What follows belongs to an exercise in optimizing a design on an open flow for small area; a production flow would make more cautious choices. The RTL was checked by simulation tests, not by an equivalence proof against the original design. Power figures rest on the tool's default switching activity, not on a simulated workload.

--- flow/design.v ---
module rc_add #(parameter W = 8) (a, b, ci, s, co);
	input [W-1:0] a, b;
	input ci;
	output [W-1:0] s;
	output co;
	wire [W:0] c;
	assign c[0] = ci;
	genvar i;
	generate for (i = 0; i < W; i = i + 1) begin : bit_
	  assign s[i] = a[i] ^ b[i] ^ c[i];
	  assign c[i+1] = (a[i] & b[i]) | (c[i] & (a[i] ^ b[i]));
	end endgenerate
	assign co = c[W];
endmodule
module rc_inc #(parameter W = 4) (a, ci, s);
	input [W-1:0] a;
	input ci;
	output [W-1:0] s;
	wire [W:0] c;
	assign c[0] = ci;
	genvar i;
	generate for (i = 0; i < W; i = i + 1) begin : bit_
	  assign s[i] = a[i] ^ c[i];
	  assign c[i+1] = a[i] & c[i];
	end endgenerate
endmodule
module rc_dec #(parameter W = 4) (a, s);
	input [W-1:0] a;
	output [W-1:0] s;
	wire [W:0] b;
	assign b[0] = 1'b1;
	genvar i;
	generate for (i = 0; i < W; i = i + 1) begin : bit_
	  assign s[i] = a[i] ^ b[i];
	  assign b[i+1] = ~a[i] & b[i];
	end endgenerate
endmodule
module rc_lt #(parameter W = 8) (a, b, lt);
	input [W-1:0] a, b;
	output lt;
	wire [W:0] l;
	assign l[0] = 1'b0;
	genvar i;
	generate for (i = 0; i < W; i = i + 1) begin : bit_
	  assign l[i+1] = (~a[i] & b[i]) | (~(a[i] ^ b[i]) & l[i]);
	end endgenerate
	assign lt = l[W];
endmodule
module Seven_segment_symbol(Input_to_segment, output_from_segment, Encrypt_on);
   input [3:0] Input_to_segment;
   input Encrypt_on;
   output [6:0] output_from_segment;
   localparam [223:0] SEG_TABLE = 224'b11111111111111111111111111111111111111111100000101000000011101000101011000101110010001101110110110000100101010100001110000011001000011000110000001100010000010000000000011110000000010001001000110010110000010010010011111000000;
   assign output_from_segment = SEG_TABLE[{Encrypt_on, Input_to_segment}*7 +: 7];
endmodule
module seg_p9_e16(Input_to_segment, output_from_segment, Encrypt_on);
   input [3:0] Input_to_segment;
   input Encrypt_on;
   output [6:0] output_from_segment;
   localparam [223:0] SEG_TABLE = 224'b11111111111111111111111111111111111111111100000101000000011101000101011000101110010001101110110110000100101010101111000000001000100000011001011000001001000010000000000011110000000010001001000110010110000010010010011111000000;
   assign output_from_segment = SEG_TABLE[{Encrypt_on, Input_to_segment}*7 +: 7];
endmodule
module seg_p16_e9(Input_to_segment, output_from_segment, Encrypt_on);
   input [3:0] Input_to_segment;
   input Encrypt_on;
   output [6:0] output_from_segment;
   localparam [223:0] SEG_TABLE = 224'b00110101010100100011010001000010110101010000000101000000011101000101011000101110010001101110110110000100101010100001110000011001000011000110000001100010000010000000000011110000000010001001000110010110000010010010011111000000;
   assign output_from_segment = SEG_TABLE[{Encrypt_on, Input_to_segment}*7 +: 7];
endmodule
module seg_p9_b(Input_to_segment, output_from_segment, Encrypt_on);
   input [3:0] Input_to_segment;
   input Encrypt_on;
   output [6:0] output_from_segment;
   localparam [223:0] SEG_TABLE = 224'b11111111111111111111111111111111111111111111111111111111111111111111111111111111111111111111111111111111111111111111000000001000100000011001011000001001000010000000000011110000000010001001000110010110000010010010011111000000;
   assign output_from_segment = SEG_TABLE[{Encrypt_on, Input_to_segment}*7 +: 7];
endmodule
module seg_p16_b(Input_to_segment, output_from_segment, Encrypt_on);
   input [3:0] Input_to_segment;
   input Encrypt_on;
   output [6:0] output_from_segment;
   localparam [223:0] SEG_TABLE = 224'b11111111111111111111111111111111111111111111111111111111111111111111111111111111111111111111111111111111111111110001110000011001000011000110000001100010000010000000000011110000000010001001000110010110000010010010011111000000;
   assign output_from_segment = SEG_TABLE[{Encrypt_on, Input_to_segment}*7 +: 7];
endmodule
module IlluminatiTop(clk, rst, UserIDIn, PwdIn, Game_Load, PlayerTensIn, PlayerUnitsIn, Player_Load_in, RNG_Load_in, Level_Select,
 HEX0, HEX1, HEX2, HEX3, HEX4, HEX5, HEX6, HEX7, RUsrLED, GUsrLED, RPwdLED, GPwdLED, SuccLev2LEDR,
 SuccLev2LEDG, SuccLev3LEDR, SuccLev3LEDG, Level3_Count);
	input clk, rst;
	input[3:0] UserIDIn, PwdIn, PlayerTensIn, PlayerUnitsIn;
	input[1:0] Level_Select;
	input Game_Load, Player_Load_in, RNG_Load_in;
	output[6:0] HEX0, HEX1, HEX2, HEX3, HEX4, HEX5, HEX6, HEX7;
	output RUsrLED, GUsrLED, RPwdLED, GPwdLED, SuccLev2LEDR, SuccLev2LEDG, SuccLev3LEDR,
	SuccLev3LEDG, Level3_Count;
	reg gb_p, gb_w, pb_p, pb_w;
	wire Game_Control = gb_p;
	wire Player_Load = pb_p;
	always @(posedge clk) begin
	  if (rst == 0) begin
	    gb_p <= 0; gb_w <= 0; pb_p <= 0; pb_w <= 0;
	  end else begin
	    gb_p <= ~gb_p & ~gb_w & ~Game_Load;
	    gb_w <= gb_p | (gb_w & ~Game_Load);
	    pb_p <= ~pb_p & ~pb_w & ~Player_Load_in;
	    pb_w <= pb_p | (pb_w & ~Player_Load_in);
	  end
	end
	reg GUsr, GPwd;
	reg [2:0] ac_ph;       
	reg [2:0] uk;          
	reg [3:0] user_disp, pwd_disp;
	wire LogOut;
	reg [2:0] uk_first;
	always @(*) begin
	  case (UserIDIn)
	    4'd8: uk_first = 3'd0;
	    4'd9: uk_first = 3'd1;
	    4'd7: uk_first = 3'd2;
	    4'd5: uk_first = 3'd3;
	    4'd6: uk_first = 3'd4;
	    4'd0: uk_first = 3'd5;
	    default: uk_first = 3'd7;
	  endcase
	end
	reg [3:0] id_digit;
	always @(*) begin
	  case ({uk, ac_ph[1:0]})
	    {3'd0, 2'd1}: id_digit = 4'd0;
	    {3'd0, 2'd2}: id_digit = 4'd4;
	    {3'd0, 2'd3}: id_digit = 4'd6;
	    {3'd1, 2'd1}: id_digit = 4'd1;
	    {3'd1, 2'd2}: id_digit = 4'd1;
	    {3'd1, 2'd3}: id_digit = 4'd1;
	    {3'd2, 2'd1}: id_digit = 4'd2;
	    {3'd2, 2'd2}: id_digit = 4'd3;
	    {3'd2, 2'd3}: id_digit = 4'd1;
	    {3'd3, 2'd1}: id_digit = 4'd4;
	    {3'd3, 2'd2}: id_digit = 4'd2;
	    {3'd3, 2'd3}: id_digit = 4'd1;
	    {3'd4, 2'd1}: id_digit = 4'd9;
	    {3'd4, 2'd2}: id_digit = 4'd4;
	    {3'd4, 2'd3}: id_digit = 4'd3;
	    default: id_digit = 4'd0;
	  endcase
	end
	reg [3:0] pwd_end;
	reg [2:0] uk_inc;
	always @(*) begin
	  case (uk)
	    3'd0: begin pwd_end = 4'd1; uk_inc = 3'd1; end
	    3'd1: begin pwd_end = 4'd2; uk_inc = 3'd2; end
	    3'd2: begin pwd_end = 4'd3; uk_inc = 3'd3; end
	    3'd3: begin pwd_end = 4'd4; uk_inc = 3'd4; end
	    3'd4: begin pwd_end = 4'd5; uk_inc = 3'd5; end
	    3'd5: begin pwd_end = 4'd0; uk_inc = 3'd6; end
	    3'd6: begin pwd_end = 4'd7; uk_inc = 3'd7; end
	    default: begin pwd_end = 4'd8; uk_inc = 3'd0; end
	  endcase
	end
	wire [3:0] pwd_digit = (ac_ph[1:0] == 2'd0 || ac_ph[1:0] == 2'd3) ? pwd_end : 4'd0;
	wire [2:0] ac_target = GUsr ? 3'd1 : uk_inc;
	wire [9:0] wd_cnt;
	wire ac_wait = ~GPwd & (ac_ph == 3'd4);
	wire ac_done = (wd_cnt[3:0] == 4'd0) && (wd_cnt[6:4] == ac_target) && (uk != 3'd7);
	always @(posedge clk) begin
	  if (rst == 0) begin
	    GUsr <= 0; GPwd <= 0; ac_ph <= 0;
	    user_disp <= 4'b1010; pwd_disp <= 4'b0000;
	  end else if (GPwd) begin
	    if (LogOut) begin
	      GUsr <= 0; GPwd <= 0; ac_ph <= 0;
	      user_disp <= 4'b1010; pwd_disp <= 4'b0000;
	    end
	  end else if (ac_ph[2] == 0) begin
	    if (Game_Control) begin
	      ac_ph <= {ac_ph[1] & ac_ph[0], ac_ph[1] ^ ac_ph[0], ~ac_ph[0]};
	      if (!GUsr) begin
	        user_disp <= UserIDIn;
	        if (ac_ph[1:0] == 2'd0) uk <= uk_first;
	        else if (UserIDIn != id_digit) uk <= 3'd7;
	      end else begin
	        if (ac_ph[1:0] == 2'd3) pwd_disp <= PwdIn;
	        if (PwdIn != pwd_digit) uk <= 3'd7;
	      end
	    end
	  end else if (ac_ph[0] == 0) begin
	    if (ac_done) begin
	      if (!GUsr) begin GUsr <= 1; ac_ph <= 3'd5; end
	      else GPwd <= 1;
	    end
	  end else begin
	    ac_ph <= 0;
	  end
	end
	assign GUsrLED = GUsr;
	assign RUsrLED = ~GUsr;
	assign GPwdLED = GPwd;
	assign RPwdLED = ~GPwd;
	parameter WAIT_FOR_ACCESS_GRANT = 0, CHOOSE_LEVEL = 1, LEVEL1 = 2, LEVEL2_TIMER_CONFIG = 3, LEVEL2_LOAD_TIMER = 4, LEVEL2_GAME_START = 5, LEVEL2_GAME_GOING_ON = 10, LEVEL2_OVER = 7, LEVEL3_TIMER_CONFIG = 8, LEVEL3_LOAD_TIMER = 9, LEVEL3_GAME_START = 6, LEVEL3_GAME_GOING_ON = 11, LEVEL3_COUNT = 13, LEVEL3_WAIT = 12, GAME_OVER = 14, CHECK_LEVEL_TRANSITION = 15, PAUSE = 16, RESUME = 17, LOGOUT = 18, WAIT_FOR_PASSWORD_ENTER = 19, HIGH_SCORE = 20, GAME_INTERRUPT = 21;
	reg [4:0] state;
	reg RNG_Load_Final, RNG2_Load_Final, Player_Load_Final, Timer_Load, Timer_Enable, WatchDog_Enable;
	reg Clear_Score_Level2, Clear_Score_Level3, L3Count;
	reg [3:0] Digit_FirstRound;
	reg [2:0] Game_Level;
	reg [2:0] Winner_Index;
	reg [4:0] unl2, unl3, done3;            
	wire WatchDog_TimeOut, Timer_TimeOut;
	wire [3:0] ScoreTens_Level2, ScoreUnits_Level2, ScoreTens_Level3, ScoreUnits_Level3;
	assign LogOut = (state == WAIT_FOR_PASSWORD_ENTER);
	assign Level3_Count = L3Count;
	wire ID_Valid = ~uk[2] | (~uk[1] & ~uk[0]);
	wire cur_unl2 = ID_Valid & unl2[uk];
	wire cur_unl3 = ID_Valid & unl3[uk];
	wire cur_done3 = ID_Valid & done3[uk];
	wire st_l3 = (state == GAME_OVER);
	wire [3:0] st_tens = st_l3 ? ScoreTens_Level3 : ScoreTens_Level2;
	wire [3:0] st_units = st_l3 ? ScoreUnits_Level3 : ScoreUnits_Level2;
	wire [4:0] st_lo;
	wire st_lo_c;
	wire [7:0] st_val;
	wire st_c;
	rc_add #(4) st_add1({st_tens[2:0], 1'b0}, st_units, 1'b0, st_lo[3:0], st_lo_c);
	assign st_lo[4] = st_tens[3] ^ st_lo_c;
	rc_add #(5) st_add2({1'b0, st_tens}, {2'b00, st_tens[3] & st_lo_c, st_lo[4:3]}, 1'b0, st_val[7:3], st_c);
	assign st_val[2:0] = st_lo[2:0];
	wire [7:0] st_d = st_val & {8{rst}};
	wire wr2 = (state == LEVEL2_OVER) & ID_Valid;
	wire wr3 = (state == GAME_OVER) & ID_Valid;
	wire [7:0] sc2 [0:4];
	wire [7:0] sc3 [0:4];
	genvar gi;
	generate for (gi = 0; gi < 5; gi = gi + 1) begin : score_table
	  reg [7:0] s2, s3;
	  always @(posedge clk) begin
	    if (~rst | (wr2 & (uk == gi))) s2 <= st_d;
	    if (~rst | (wr3 & (uk == gi))) s3 <= st_d;
	  end
	  assign sc2[gi] = s2;
	  assign sc3[gi] = s3;
	end endgenerate
	reg [2:0] hs_p;                        
	reg [7:0] hs_best;
	reg [2:0] hs_bi;
	reg hs_tie;
	reg [7:0] hs_s2, hs_s3;
	always @(*) begin
	  case (hs_p)
	    3'd0: begin hs_s2 = sc2[0]; hs_s3 = sc3[0]; end
	    3'd1: begin hs_s2 = sc2[1]; hs_s3 = sc3[1]; end
	    3'd2: begin hs_s2 = sc2[2]; hs_s3 = sc3[2]; end
	    3'd3: begin hs_s2 = sc2[3]; hs_s3 = sc3[3]; end
	    default: begin hs_s2 = sc2[4]; hs_s3 = sc3[4]; end
	  endcase
	end
	wire [7:0] hs_tot;
	wire hs_tot_c;
	rc_add #(8) hs_add(hs_s2, hs_s3, 1'b0, hs_tot, hs_tot_c);
	wire hs_gt;
	rc_lt #(8) hs_cmp(hs_best, hs_tot, hs_gt);
	wire hs_eq = (hs_tot == hs_best);
	wire hs_act = ~(hs_p[2] & hs_p[0]);
	wire hs_new = hs_act & (hs_p == 3'd0 || hs_gt);
	wire [7:0] hs_best_n = hs_new ? hs_tot : hs_best;
	wire [2:0] hs_bi_n = hs_new ? hs_p : hs_bi;
	wire hs_tie_n = hs_new ? 1'b0 : (hs_tie | (hs_act & hs_eq));
	wire [2:0] winner = hs_tie_n ? 3'd0 : hs_bi_n;
	always @(posedge clk) begin
	  if (rst == 0 || state == LEVEL2_OVER || state == GAME_OVER)
	    hs_p <= 0;
	  else if (hs_act)
	    hs_p <= {hs_p[1] & hs_p[0], hs_p[1] ^ hs_p[0], ~hs_p[0]} | {hs_p[2], 2'b00};
	  hs_best <= hs_best_n;
	  hs_bi <= hs_bi_n;
	  hs_tie <= hs_tie_n;
	end
	integer i;
	wire dfr_step = (state == LEVEL1) & ~Game_Control & Player_Load;
	wire dfr_wrap = dfr_step & Digit_FirstRound[3] & Digit_FirstRound[0];
	wire [3:0] dfr_inc;
	rc_inc #(4) dfr_add(Digit_FirstRound, dfr_step, dfr_inc);
	always @(posedge clk)
	  Digit_FirstRound <= (rst == 0 || dfr_wrap) ? 4'd0 : dfr_inc;
	always @(posedge clk) begin
	  if (rst == 0) begin
	    RNG_Load_Final <= 1;
	    RNG2_Load_Final <= 1;
	    Player_Load_Final <= 0;
	    Timer_Load <= 0;
	    Timer_Enable <= 0;
	    WatchDog_Enable <= 0;
	    Game_Level <= 0;
	    Clear_Score_Level2 <= 0;
	    Clear_Score_Level3 <= 0;
	    state <= WAIT_FOR_ACCESS_GRANT;
	    Winner_Index <= 0;
	    L3Count <= 0;
	    unl2 <= 0; unl3 <= 0; done3 <= 0;
	  end else begin
	    case (state)
	      WAIT_FOR_ACCESS_GRANT: begin
	        if (GPwd) state <= CHOOSE_LEVEL;
	      end
	      CHOOSE_LEVEL: begin
	        Game_Level <= 0;
	        Clear_Score_Level3 <= 1;
	        if (Game_Control) begin
	          if (Level_Select == 0) state <= HIGH_SCORE;
	          else if (Level_Select == 1) state <= LEVEL1;
	          else if (Level_Select == 2) state <= cur_unl2 ? LEVEL2_TIMER_CONFIG : LEVEL1;
	          else state <= cur_unl3 ? LEVEL3_TIMER_CONFIG : cur_unl2 ? LEVEL2_TIMER_CONFIG : LEVEL1;
	        end
	      end
	      LEVEL1: begin
	        Game_Level <= 1;
	        RNG_Load_Final <= 1;
	        RNG2_Load_Final <= 1;
	        Player_Load_Final <= 0;
	        WatchDog_Enable <= 1;
	        if (Game_Control) begin
	          WatchDog_Enable <= 0;
	          state <= GAME_INTERRUPT;
	        end else if (Player_Load) begin
	          if (Digit_FirstRound[3] & Digit_FirstRound[0]) begin
	            if (ID_Valid) unl2[uk] <= 1;
	          end
	        end
	      end
	      LEVEL2_TIMER_CONFIG: begin
	        Game_Level <= 2;
	        Timer_Enable <= 0;
	        state <= LEVEL2_LOAD_TIMER;
	      end
	      LEVEL2_LOAD_TIMER: begin
	        Clear_Score_Level2 <= 1;
	        Game_Level <= 2;
	        Timer_Enable <= 0;
	        Timer_Load <= 1;
	        state <= LEVEL2_GAME_START;
	      end
	      LEVEL2_GAME_START: begin
	        Clear_Score_Level2 <= 0;
	        Game_Level <= 2;
	        Timer_Load <= 0;
	        Timer_Enable <= 0;
	        if (Game_Control) state <= LEVEL2_GAME_GOING_ON;
	      end
	      LEVEL2_GAME_GOING_ON: begin
	        Game_Level <= 2;
	        Timer_Enable <= 1;
	        WatchDog_Enable <= 1;
	        if (Game_Control) begin
	          WatchDog_Enable <= 0;
	          state <= GAME_INTERRUPT;
	        end else if (Timer_TimeOut) begin
	          Timer_Enable <= 0;
	          RNG_Load_Final <= 1;
	          RNG2_Load_Final <= 1;
	          Player_Load_Final <= 0;
	          state <= LEVEL2_OVER;
	        end else begin
	          RNG_Load_Final <= RNG_Load_in;
	          RNG2_Load_Final <= 1;
	          Player_Load_Final <= Player_Load;
	        end
	      end
	      LEVEL2_OVER: begin
	        Game_Level <= 2;
	        Timer_Load <= 0;
	        Timer_Enable <= 0;
	        RNG_Load_Final <= 1;
	        RNG2_Load_Final <= 1;
	        Player_Load_Final <= 0;
	        if (ID_Valid) begin
	          unl3[uk] <= 1;
	        end
	        if (Game_Control) state <= LEVEL3_TIMER_CONFIG;
	      end
	      LEVEL3_TIMER_CONFIG: begin
	        Game_Level <= 3;
	        Clear_Score_Level2 <= 1;
	        Timer_Enable <= 0;
	        state <= LEVEL3_LOAD_TIMER;
	      end
	      LEVEL3_LOAD_TIMER: begin
	        Clear_Score_Level3 <= 1;
	        Game_Level <= 3;
	        Timer_Enable <= 0;
	        Timer_Load <= 1;
	        state <= LEVEL3_GAME_START;
	      end
	      LEVEL3_GAME_START: begin
	        Clear_Score_Level3 <= 0;
	        Game_Level <= 3;
	        Timer_Load <= 0;
	        Timer_Enable <= 0;
	        if (Game_Control) state <= LEVEL3_GAME_GOING_ON;
	      end
	      LEVEL3_GAME_GOING_ON: begin
	        Game_Level <= 3;
	        Timer_Enable <= 1;
	        if (Game_Control) begin
	          WatchDog_Enable <= 0;
	          state <= GAME_INTERRUPT;
	        end else if (Timer_TimeOut) begin
	          Timer_Enable <= 0;
	          RNG_Load_Final <= 1;
	          RNG2_Load_Final <= 1;
	          Player_Load_Final <= 0;
	          state <= GAME_OVER;
	        end else begin
	          if (RNG_Load_in == 0) begin
	            RNG_Load_Final <= L3Count;
	            RNG2_Load_Final <= ~L3Count;
	            state <= LEVEL3_COUNT;
	          end else begin
	            RNG_Load_Final <= 1;
	            RNG2_Load_Final <= 1;
	          end
	          Player_Load_Final <= Player_Load;
	        end
	      end
	      LEVEL3_COUNT: begin
	        Game_Level <= 3;
	        L3Count <= ~L3Count;
	        state <= LEVEL3_WAIT;
	      end
	      LEVEL3_WAIT: begin
	        Game_Level <= 3;
	        if (RNG_Load_in) state <= LEVEL3_GAME_GOING_ON;
	      end
	      GAME_OVER: begin
	        Game_Level <= 3;
	        Timer_Load <= 0;
	        Timer_Enable <= 0;
	        RNG_Load_Final <= 1;
	        Player_Load_Final <= 0;
	        if (ID_Valid) begin
	          done3[uk] <= 1;
	        end
	        if (Game_Control) state <= CHOOSE_LEVEL;
	      end
	      LOGOUT: begin
	        Timer_Enable <= 0;
	        RNG_Load_Final <= 1;
	        Player_Load_Final <= 0;
	        Timer_Load <= 1;
	        Clear_Score_Level2 <= 1;
	        Clear_Score_Level3 <= 1;
	        state <= WAIT_FOR_PASSWORD_ENTER;
	      end
	      WAIT_FOR_PASSWORD_ENTER: begin
	        Timer_Load <= 0;
	        Timer_Enable <= 0;
	        RNG_Load_Final <= 1;
	        Player_Load_Final <= 0;
	        Clear_Score_Level2 <= 0;
	        Clear_Score_Level3 <= 0;
	        state <= WAIT_FOR_ACCESS_GRANT;
	      end
	      CHECK_LEVEL_TRANSITION: begin
	        Timer_Enable <= 0;
	        RNG_Load_Final <= 1;
	        Player_Load_Final <= 0;
	        WatchDog_Enable <= 0;
	        if (!Game_Level[1]) state <= cur_unl2 ? LEVEL2_TIMER_CONFIG : LEVEL1;
	        else if (!Game_Level[0]) state <= cur_unl3 ? LEVEL3_TIMER_CONFIG : LEVEL2_GAME_GOING_ON;
	        else state <= cur_done3 ? LEVEL1 : LEVEL3_GAME_GOING_ON;
	      end
	      PAUSE: begin
	        Timer_Enable <= 0;
	        WatchDog_Enable <= 1;
	        RNG2_Load_Final <= 1;
	        RNG_Load_Final <= 1;
	        Player_Load_Final <= 0;
	        if (WatchDog_TimeOut) begin
	          WatchDog_Enable <= 0;
	          state <= RESUME;
	        end else if (Game_Control) begin
	          WatchDog_Enable <= 0;
	          state <= LOGOUT;
	        end
	      end
	      RESUME: begin
	        Timer_Enable <= 0;
	        RNG_Load_Final <= 1;
	        RNG2_Load_Final <= 1;
	        Player_Load_Final <= 0;
	        WatchDog_Enable <= 0;
	        if (Game_Control) begin
	          if (!Game_Level[1]) state <= LEVEL1;
	          else if (!Game_Level[0]) state <= LEVEL2_GAME_GOING_ON;
	          else state <= LEVEL3_GAME_GOING_ON;
	        end
	      end
	      HIGH_SCORE: begin
	        Game_Level <= 4;
	        if (Game_Level == 4) Winner_Index <= winner;
	        if (Game_Control) state <= CHOOSE_LEVEL;
	      end
	      GAME_INTERRUPT: begin
	        Timer_Enable <= 0;
	        RNG_Load_Final <= 1;
	        RNG2_Load_Final <= 1;
	        Player_Load_Final <= 0;
	        WatchDog_Enable <= 1;
	        if (WatchDog_TimeOut) begin
	          WatchDog_Enable <= 0;
	          state <= CHECK_LEVEL_TRANSITION;
	        end else if (Game_Control) begin
	          WatchDog_Enable <= 0;
	          state <= PAUSE;
	        end
	      end
	      default: ;
	    endcase
	  end
	end
	reg [1:0] wd_ph;
	reg wd_ms, wd_out;
	reg [9:0] wd_cnt_r;
	wire [9:0] wd_inc;
	assign wd_cnt = wd_cnt_r;
	assign WatchDog_TimeOut = wd_out;
	always @(posedge clk) begin
	  if (rst == 0) begin
	    wd_ph <= 0; wd_ms <= 0;
	  end else if (WatchDog_Enable) begin
	    wd_ph <= {wd_ph[1] ^ wd_ph[0], ~wd_ph[0]};
	    wd_ms <= (wd_ph == 2'd3);
	  end
	end
	wire wd_term = &{wd_cnt_r[9:5], wd_cnt_r[2:0]};
	wire wd_step = WatchDog_Enable ? wd_ms : ac_wait;
	wire wd_clr = WatchDog_Enable ? (wd_ms & wd_term) : ~ac_wait;
	rc_inc #(10) wd_add(wd_cnt_r, wd_step, wd_inc);
	always @(posedge clk) begin
	  wd_cnt_r <= wd_clr ? 10'd0 : wd_inc;
	  wd_out <= WatchDog_Enable & wd_ms & wd_term;
	end
	reg [1:0] tm_ph;
	reg tm_ms, tm_sec;
	reg [9:0] tm_cnt;
	wire [9:0] tm_inc;
	rc_inc #(10) tm_add(tm_cnt, tm_ms, tm_inc);
	wire tm_term = &{tm_cnt[9:5], tm_cnt[2:0]};
	always @(posedge clk) begin
	  if (rst == 0) begin
	    tm_ph <= 0; tm_ms <= 0; tm_cnt <= 0; tm_sec <= 0;
	  end else begin
	    if (Timer_Enable) begin
	      tm_ph <= {tm_ph[1] ^ tm_ph[0], ~tm_ph[0]};
	      tm_ms <= (tm_ph == 2'd3);
	    end
	    tm_cnt <= (tm_ms & tm_term) ? 10'd0 : tm_inc;
	    tm_sec <= tm_ms & tm_term;
	  end
	end
	reg [3:0] du, dt;
	wire [3:0] du_dec, dt_dec;
	rc_dec #(4) du_sub(du, du_dec);
	rc_dec #(4) dt_sub(dt, dt_dec);
	reg du_br, du_to;
	wire dt_to = (dt == 4'd0);
	assign Timer_TimeOut = du_to;
	always @(posedge clk) begin
	  if (rst == 0) begin
	    du <= 0; du_br <= 0; du_to <= 0; dt <= 0;
	  end else if (Timer_Load) begin
	    du <= 0; du_br <= 0; du_to <= 0;
	    dt <= (state == LEVEL2_GAME_START) ? 4'd9 : 4'd6;
	  end else begin
	    if (tm_sec) begin
	      if (du == 0) begin
	        if (!dt_to) begin du <= 9; du_to <= 0; du_br <= 1; end
	        else begin du_br <= 0; du_to <= 1; end
	      end else begin
	        du <= du_dec;
	        du_to <= (du == 1) & dt_to;
	        du_br <= 0;
	      end
	    end else begin
	      du_br <= 0;
	      if (dt_to && du == 0) du_to <= 1;
	    end
	    if (du_br)
	      dt <= (dt[3:1] == 0) ? 4'd0 : dt_dec;
	  end
	end
	reg [3:0] rc1, rc2;
	reg rl1, rl2;
	wire [3:0] rc1_inc, rc2_inc;
	rc_inc #(4) rc1_add(rc1, 1'b1, rc1_inc);
	rc_inc #(4) rc2_add(rc2, 1'b1, rc2_inc);
	wire [3:0] RNG1 = rl1 ? rc1 : 4'd0;
	wire [3:0] RNG2 = rl2 ? rc2 : 4'd0;
	always @(posedge clk) begin
	  rl1 <= RNG_Load_Final;
	  rl2 <= RNG2_Load_Final;
	  if (rst == 0) begin
	    rc1 <= 0; rc2 <= 0;
	  end else begin
	    if (!RNG_Load_Final) rc1 <= (rc1[3] & rc1[0]) ? 4'd0 : rc1_inc;
	    if (!RNG2_Load_Final) rc2 <= (rc2[3] & rc2[0]) ? 4'd0 : rc2_inc;
	  end
	end
	reg [3:0] PlayerTensDisp, PlayerUnitsDisp;
	always @(posedge clk) begin
	  if (rst == 0) begin
	    PlayerTensDisp <= 0; PlayerUnitsDisp <= 0;
	  end else if (Player_Load_Final) begin
	    PlayerTensDisp <= PlayerTensIn; PlayerUnitsDisp <= PlayerUnitsIn;
	  end
	end
	reg s2_cal, s2_wait;
	reg [3:0] sc2_t, sc2_u;
	reg l2r, l2g;
	wire [3:0] sc2_t_inc, sc2_u_inc;
	rc_inc #(4) sc2t_add(sc2_t, 1'b1, sc2_t_inc);
	rc_inc #(4) sc2u_add(sc2_u, 1'b1, sc2_u_inc);
	assign ScoreTens_Level2 = sc2_t;
	assign ScoreUnits_Level2 = sc2_u;
	assign SuccLev2LEDR = l2r;
	assign SuccLev2LEDG = l2g;
	wire m2 = (PlayerUnitsIn == RNG1);
	always @(posedge clk) begin
	  if (rst == 0 || Clear_Score_Level2) begin
	    if (rst == 0) begin s2_cal <= 0; s2_wait <= 0; end
	    sc2_t <= 0; sc2_u <= 0; l2r <= 0; l2g <= 0;
	  end else begin
	    s2_cal <= ~s2_cal & ~s2_wait & Player_Load;
	    s2_wait <= (s2_cal & m2) | (s2_wait & RNG_Load_Final);
	    if (s2_cal) begin
	      l2r <= ~m2;
	      l2g <= m2;
	      if (m2) begin
	        if (sc2_u[3] & sc2_u[0]) begin sc2_u <= 0; sc2_t <= sc2_t_inc; end
	        else sc2_u <= sc2_u_inc;
	      end
	    end
	  end
	end
	reg [1:0] s3;
	reg [3:0] sc3_t, sc3_u;
	reg vflag;
	wire [3:0] sc3_t_inc, sc3_u_inc;
	rc_inc #(4) sc3t_add(sc3_t, 1'b1, sc3_t_inc);
	rc_inc #(4) sc3u_add(sc3_u, 1'b1, sc3_u_inc);
	assign ScoreTens_Level3 = sc3_t;
	assign ScoreUnits_Level3 = sc3_u;
	assign SuccLev3LEDR = ~vflag;
	assign SuccLev3LEDG = vflag;
	wire [4:0] rsum;
	rc_add #(4) rsum_add(RNG1, RNG2, 1'b0, rsum[3:0], rsum[4]);
	wire rge10 = rsum[4] | (rsum[3] & (rsum[2] | rsum[1]));
	wire [3:0] rones;
	wire rones_c;
	rc_add #(4) rones_add(rsum[3:0], {1'b0, rge10, rge10, 1'b0}, 1'b0, rones, rones_c);
	wire m3 = (PlayerUnitsIn == rones) && (PlayerTensIn == {3'b000, rge10});
	always @(posedge clk) begin
	  if (rst == 0 || Clear_Score_Level3) begin
	    if (rst == 0) s3 <= 0;
	    sc3_t <= 0; sc3_u <= 0; vflag <= 0;
	  end else begin
	    case (s3)
	      2'd0: if (Player_Load_Final) s3 <= 2'd1;
	      2'd1: begin
	        vflag <= m3;
	        if (m3) begin
	          if (sc3_u[3] & sc3_u[0]) begin sc3_u <= 0; sc3_t <= sc3_t_inc; end
	          else sc3_u <= sc3_u_inc;
	          s3 <= 2'd2;
	        end else
	          s3 <= 2'd0;
	      end
	      2'd2: begin vflag <= 0; if (!RNG_Load_Final) s3 <= 2'd3; end
	      2'd3: begin vflag <= 0; if (!RNG2_Load_Final) s3 <= 2'd0; end
	    endcase
	  end
	end
	wire A = GPwd;
	wire L4 = Game_Level[2];
	wire L3 = Game_Level[1] & Game_Level[0];
	wire L2 = Game_Level[1] & ~Game_Level[0];
	wire L1 = ~Game_Level[1] & Game_Level[0];
	wire L0 = ~Game_Level[2] & ~Game_Level[1] & ~Game_Level[0];
	wire [3:0] n0 = L2 ? sc2_u : sc3_u;
	wire [3:0] n1 = L2 ? sc2_t : sc3_t;
	wire [3:0] n2 = L3 ? PlayerUnitsDisp : sc2_u;
	wire [3:0] n3 = L1 ? Digit_FirstRound : L2 ? RNG1 : L3 ? PlayerTensDisp : sc2_t;
	wire [3:0] n4 = ~A ? user_disp : L1 ? Digit_FirstRound : L2 ? PlayerUnitsDisp : L3 ? RNG2 : {1'b0, Winner_Index};
	wire [3:0] n5 = (A & L3) ? RNG1 : pwd_disp;
	wire sh01 = A & ~L1 & ~L0;
	wire sh2 = A & (L3 | L4);
	wire sh3 = A & ~L0;
	wire [6:0] h4, h5;
	seg_p9_b SSD1(dt, HEX7, 1'b0);
	seg_p9_b SSD2(du, HEX6, 1'b0);
	seg_p16_e9 SSD3(n5, h5, A & L3);
	seg_p16_e9 SSD4(n4, h4, A & L3);
	Seven_segment_symbol SSD5(sh3 ? n3 : 4'hf, HEX3, ~L4 | ~sh3);
	seg_p9_e16 SSD6(sh2 ? n2 : 4'hf, HEX2, L3 | ~sh2);
	seg_p16_b SSD7(n1, HEX1, ~sh01);
	seg_p9_b SSD8(n0, HEX0, ~sh01);
	assign HEX4 = (A & L0) ? 7'h7f : h4;
	assign HEX5 = (A & L4) ? 7'h7f : h5;
endmodule
--- flow/flow/run.sh ---
#!/bin/bash
# Own layout flow: the standard synthesis, then the combinational logic between
# the registers is mapped again by ABC for area (registers, their names and
# cell types are kept as the standard synthesis made them; eight ABC runs with
# different seeds, the smallest result is kept), then the standard ORFS layout
# with small port buffers and a lean clock tree.
set -euo pipefail
WORK=$(pwd)
FLOWDIR=$WORK/flow
RES=$WORK/orfs/results/$FLOW_PLATFORM/IlluminatiTop/base
LIB=$FLOW_HOME/platforms/$FLOW_PLATFORM/lib/sky130_fd_sc_hd__tt_025C_1v80.lib
YOSYS=$FLOW_HOME/../tools/install/yosys/bin/yosys
[ -x "$YOSYS" ] || YOSYS=yosys

# 1. standard synthesis
bash standard.sh synth > $WORK/flow_synth.log 2>&1

# 2. remap the combinational logic
cp $RES/1_2_yosys.v $WORK/std_synth.v
DU=$(sed -n '/^export DONT_USE_CELLS/,/^$/p' $FLOW_HOME/platforms/$FLOW_PLATFORM/config.mk | grep -oE 'sky130_fd_sc_hd__[A-Za-z0-9_]+' | sed 's/^/-dont_use /' | tr '\n' ' ')
FFS=$(grep -oE 'sky130_fd_sc_hd__(e?s?df|dl)[A-Za-z0-9_]+' $WORK/std_synth.v | sort -u | tr '\n' ' ')
BB=""
[ -n "$FFS" ] && BB="blackbox $FFS"
run_remap() {
v=$1
cat > $WORK/remap_$v.ys <<EOT
read_liberty -ignore_miss_func $LIB
$BB
read_verilog $WORK/std_synth.v
hierarchy -top $FLOW_TOP
flatten
opt -purge
abc -liberty $LIB $DU -script $FLOWDIR/remap$v.abc
opt_clean -purge
hilomap -singleton -hicell sky130_fd_sc_hd__conb_1 HI -locell sky130_fd_sc_hd__conb_1 LO
insbuf -buf sky130_fd_sc_hd__buf_4 A X
splitnets
opt_clean -purge
stat -liberty $LIB
write_verilog -noattr -nohex -nodec $WORK/remap_$v.v
EOT
$YOSYS -l $WORK/flow_remap_$v.log -s $WORK/remap_$v.ys > /dev/null 2>&1 || true
}
VARIANTS="0 3 4 5 8 9 2 7"
for v in 0 3 4 5; do run_remap $v & done; wait
for v in 8 9 2 7; do run_remap $v & done; wait
best=""; besta=""
for v in $VARIANTS; do
  a=$(grep -oE "Chip area for module '[^']*': [0-9.]+" $WORK/flow_remap_$v.log 2>/dev/null | grep -oE '[0-9.]+$' || true)
  [ -n "$a" ] && [ -s $WORK/remap_$v.v ] || continue
  echo "remap $v: $a" >> $WORK/flow_remap_choice.log
  if [ -z "$best" ] || awk "BEGIN{exit !($a < $besta)}"; then best=$v; besta=$a; fi
done
echo "chosen: $best ($besta)" >> $WORK/flow_remap_choice.log
if [ -n "$best" ]; then
  cp $WORK/remap_$best.v $RES/1_2_yosys.v
  rm -f $RES/1_synth.odb $RES/1_synth.sdc
fi

# 3. layout
bash standard.sh \
  "BUFFER_PORTS_ARGS=-buffer_cell sky130_fd_sc_hd__buf_1" \
  "CTS_ARGS=-sink_clustering_enable -repair_clock_nets -sink_clustering_size 16 -sink_clustering_max_diameter 60 -buf_list sky130_fd_sc_hd__clkbuf_8 -dont_use_dummy_load" \
  finish > $WORK/flow_layout.log 2>&1
--- flow/flow/remap0.abc ---
strash; &get -n; &deepsyn -T 60 -S 0; &put; strash; dch -f; amap -F 4 -A 8
--- flow/flow/remap2.abc ---
strash; &get -n; &deepsyn -T 60 -S 2; &put; strash; dch -f; amap -F 4 -A 8
--- flow/flow/remap3.abc ---
strash; &get -n; &deepsyn -T 60 -S 3; &put; strash; dch -f; amap -F 4 -A 8
--- flow/flow/remap4.abc ---
strash; &get -n; &deepsyn -T 60 -S 4; &put; strash; dch -f; amap -F 4 -A 8
--- flow/flow/remap5.abc ---
strash; &get -n; &deepsyn -T 60 -S 5; &put; strash; dch -f; amap -F 4 -A 8
--- flow/flow/remap7.abc ---
strash; &get -n; &deepsyn -T 60 -S 7; &put; strash; dch -f; amap -F 4 -A 8
--- flow/flow/remap8.abc ---
strash; &get -n; &deepsyn -T 60 -S 8; &put; strash; dch -f; amap -F 4 -A 8
--- flow/flow/remap9.abc ---
strash; &get -n; &deepsyn -T 60 -S 9; &put; strash; dch -f; amap -F 4 -A 8
--- flow/standard.sh ---
#!/bin/bash
# synth_recipe.tcl (not shown) runs the flow's synth.tcl, then flattens the netlist and writes it again
# the make line also repeats each setting of config.mk as NAME=value (left out here)
make -C /OpenROAD-flow-scripts/flow DESIGN_CONFIG=/design/flow/config.mk WORK_HOME=/design/flow/orfs CLKGATE_MAP_FILE= SYNTH_SCRIPT=/design/flow/synth_recipe.tcl "${@:-finish}"
--- flow/config.mk ---
export PLATFORM = sky130hd
export DESIGN_NAME = IlluminatiTop
export DESIGN_NICKNAME = IlluminatiTop
export VERILOG_FILES = /design/flow/design.v
export SDC_FILE = /design/flow/constraint.sdc
export NUM_CORES = 4
export LEC_CHECK = 0
export ABC_AREA = 1
export CAP_MARGIN = 10
export CORE_MARGIN = 2
export CORE_UTILIZATION = 65
export GPL_TIMING_DRIVEN = 0
export SLEW_MARGIN = 10
--- flow/constraint.sdc ---
create_clock -name core_clock -period 8.0 [get_ports {clk}]
set_input_delay 1.6000 -clock core_clock [delete_from_list [all_inputs] [get_ports {clk}]]
set_output_delay 1.6000 -clock core_clock [all_outputs]
set_load 0.01 [all_outputs]
==> reports/metrics.cfg <==
[run_status]
status = no timing/DRC/antenna violations

[routing]
routed_via_density = 6.49
drtIter0Drc = 1202
drc_errors = 0
ant_nets = 0
wl_per_cell_um = 18.4
wl_um = 31700
vias = 11200
drtPass1Iterations = 6

[sta]
fin_crit_ns = 7.15
period_share_pct = 89.4
skew_ns = 0.0559
final_hold_viol_count = 0
tns_ns = 0
slew_headroom_pct = 21.3
rsz0062_at_grt = no
max_freq_ghz = 0.140
worstMarginPinSlew_ns = 1.18
finalSetupViolCount = 0
finalMaxSlewViolations = 0

[global_routing]
grt_pass1_wl_um = 49500
grt_usage_pct = 33.4
antenna_found_initial = 0
grt_max_degree = 55
overflow = 0
grt_pass1_vias = 10000

[clock_tree]
clockBufferDepth = 3
cts_hold_buf = 0
clk_latency_ns = 0.55
clk_pin_slew_worst_paths_ns = 0.09
tritoncts = built
cts.root.buffer_cell = clkbuf_8
cts_inserted_buffers = 19
post_cts_resized = 0
cts.sinks = 233
post_cts_buffers = 0
cts_max_level = 1

[synthesis]
syn_inst = 1380
avgSynthCellArea_um2 = 8.30
syn_area_um2 = 11400
yosysWarnings = 1
synth.net_count = 1403

[floorplanning]
fp-row-count = 48
boundaryPins = 88
die_w_um = 137
core_region_area_um2 = 17200
die_h_um = 137
start_util_pct = 66.4
die_area_um2 = 18700

[layout]
antenna_cells = 0
area_growth_pct = 8.33
instances_no_fill = 1718
final_util_pct = 72.0
final_common_cell = nor2_1
stdcell_area_um2 = 12400
nets = 1518
final_layout_size_suffix_gt1_share_pct = 2.21
layout_common_cells = 230 x nor2_1, 205 x clkinv_1, 138 x dfxtp_1, 131 x o21ai_0, 102 x nand2_1

[worst_setup_path]
crit_type = flop to output pin
setup.worst_path.start_class = flop
crit_path_end_kind = output pin
arrival_ns = 5.55
cp_max_fo = 15
cp.required_ns = 6.40

[place]
place_area_um2 = 12100
port_buffers = 87
dpl.hpwl_um = 23300
place.gp.congestion = 0.996
dp.cells = 1699

[flow_run]
drv_cap = 0

[worst_hold_path]
min_path_type = flop to flop

[power]
power_density_nw_per_um2 = 228
vdd_drop_max_mv = 0.175
total_power_mw = 2.83
leakagePower_nw = 4.04

## final timing paths
| path | startpoint | end | slack (ns) | depth (start not counted) |
|---|---|---|---|---|
| worst max-delay path | Game_Level[1] | HEX4[2] | 0.85 | 16 |
| worst min-delay path | du_br | dt[0] | 0.44 | 1 |
| worst max register to register | hs_p[2] | Winner_Index[1] | 1.74 | 23 |
| worst min register to register | du_br | dt[0] | 0.44 | 1 |
## power breakdown
| group | internal (mW) | total [mW] | switching, mW |
|---|---|---|---|
| registers | 1.34 | 1.43 | 0.0922 |
| clock network | 0.214 | 0.576 | 0.362 |
| logic | 0.239 | 0.823 | 0.585 |
## stage by stage
stage / hold slack, ns / setup slack [ns]
6_report: 0.438 / 0.846
5_1_grt: 0.469 / 0.423
4_1_cts: 0.442 / 0.967
3_5_place_dp: 0.427 / 1.51
3_3_place_gp: 0.424 / 1.05
2_1_floorplan: 0.381 / 2.82
## cell type report
class	count	area (um^2)
Sequential cell	233	5620
Multi-Input combinational cell	941	5080
Fill cell	1427	4830
Inverter	206	774
Timing Repair Buffer	94	388
Tap cell	225	282
Clock buffer	19	262
## per-layer routing
layer / share of wire [%] / track usage (%) / vias up
li1: - / - / 5328
met1: 41 / 44.1 / 5180
met2: 47 / 55.8 / 550
met3: 8.5 / 4.67 / 95
met4: 3.7 / 13.4 / 0
met5: 0 / 0 / -
## registers in the layout (all words and copies together), names as in the netlist, 5 cells and up
register / cells
tm_cnt: 10
wd_cnt_r: 10
state: 5
unl3: 5
score_table.s3: 40
done3: 5
hs_best: 8
unl2: 5
score_table.s2: 40
## worst max-delay path, cell delays in order, from the launching register on
cell	delay [ns]
dfxtp_1	0.45
clkinv_1	0.13
nor2_1	0.56
clkinv_1	0.50
nor2_1	0.80
clkinv_1	0.66
nor3_1	0.51
nor2_1	0.21
clkinv_1	0.14
nor2_1	0.07
clkinv_1	0.10
o21ai_0	0.08
a311o_1	0.34
nor2_1	0.11
a21oi_1	0.05
o32a_1	0.19
buf_1	0.13

static timing again, ports no longer ideal:
No port has a modelled driver above. Below, the same layout with a new extraction and two added sets of constraints.
Step 1 (the two cells are an assumption about what drives the block):
set clk [get_ports {clk}]
set_driving_cell -lib_cell sky130_fd_sc_hd__clkbuf_16 $clk
set_driving_cell -lib_cell sky130_fd_sc_hd__buf_2 [delete_from_list [all_inputs] $clk]
Step 2 times the ports against the registers' clock, not the clock port: input delays grow and output delays shrink by t, the midpoint of the rising clock arrivals with the driver on.
Slacks: ideal / step 1 / step 2; pairs: ideal / step 1.
shift t [ns]: 0.546
setup WS [ns]: 0.846 / 0.802 / 1.348
hold slack, ns: 0.438 / 0.438 / 0.438
latest minus earliest clock arrival (ns): 0.096 / 0.096
worst slew at a driven data input, ns: 0.06
After both steps setup and hold are still met in this run. The setup slack of this run moves by -0.044 ns with the drivers and by +0.502 ns with both steps.
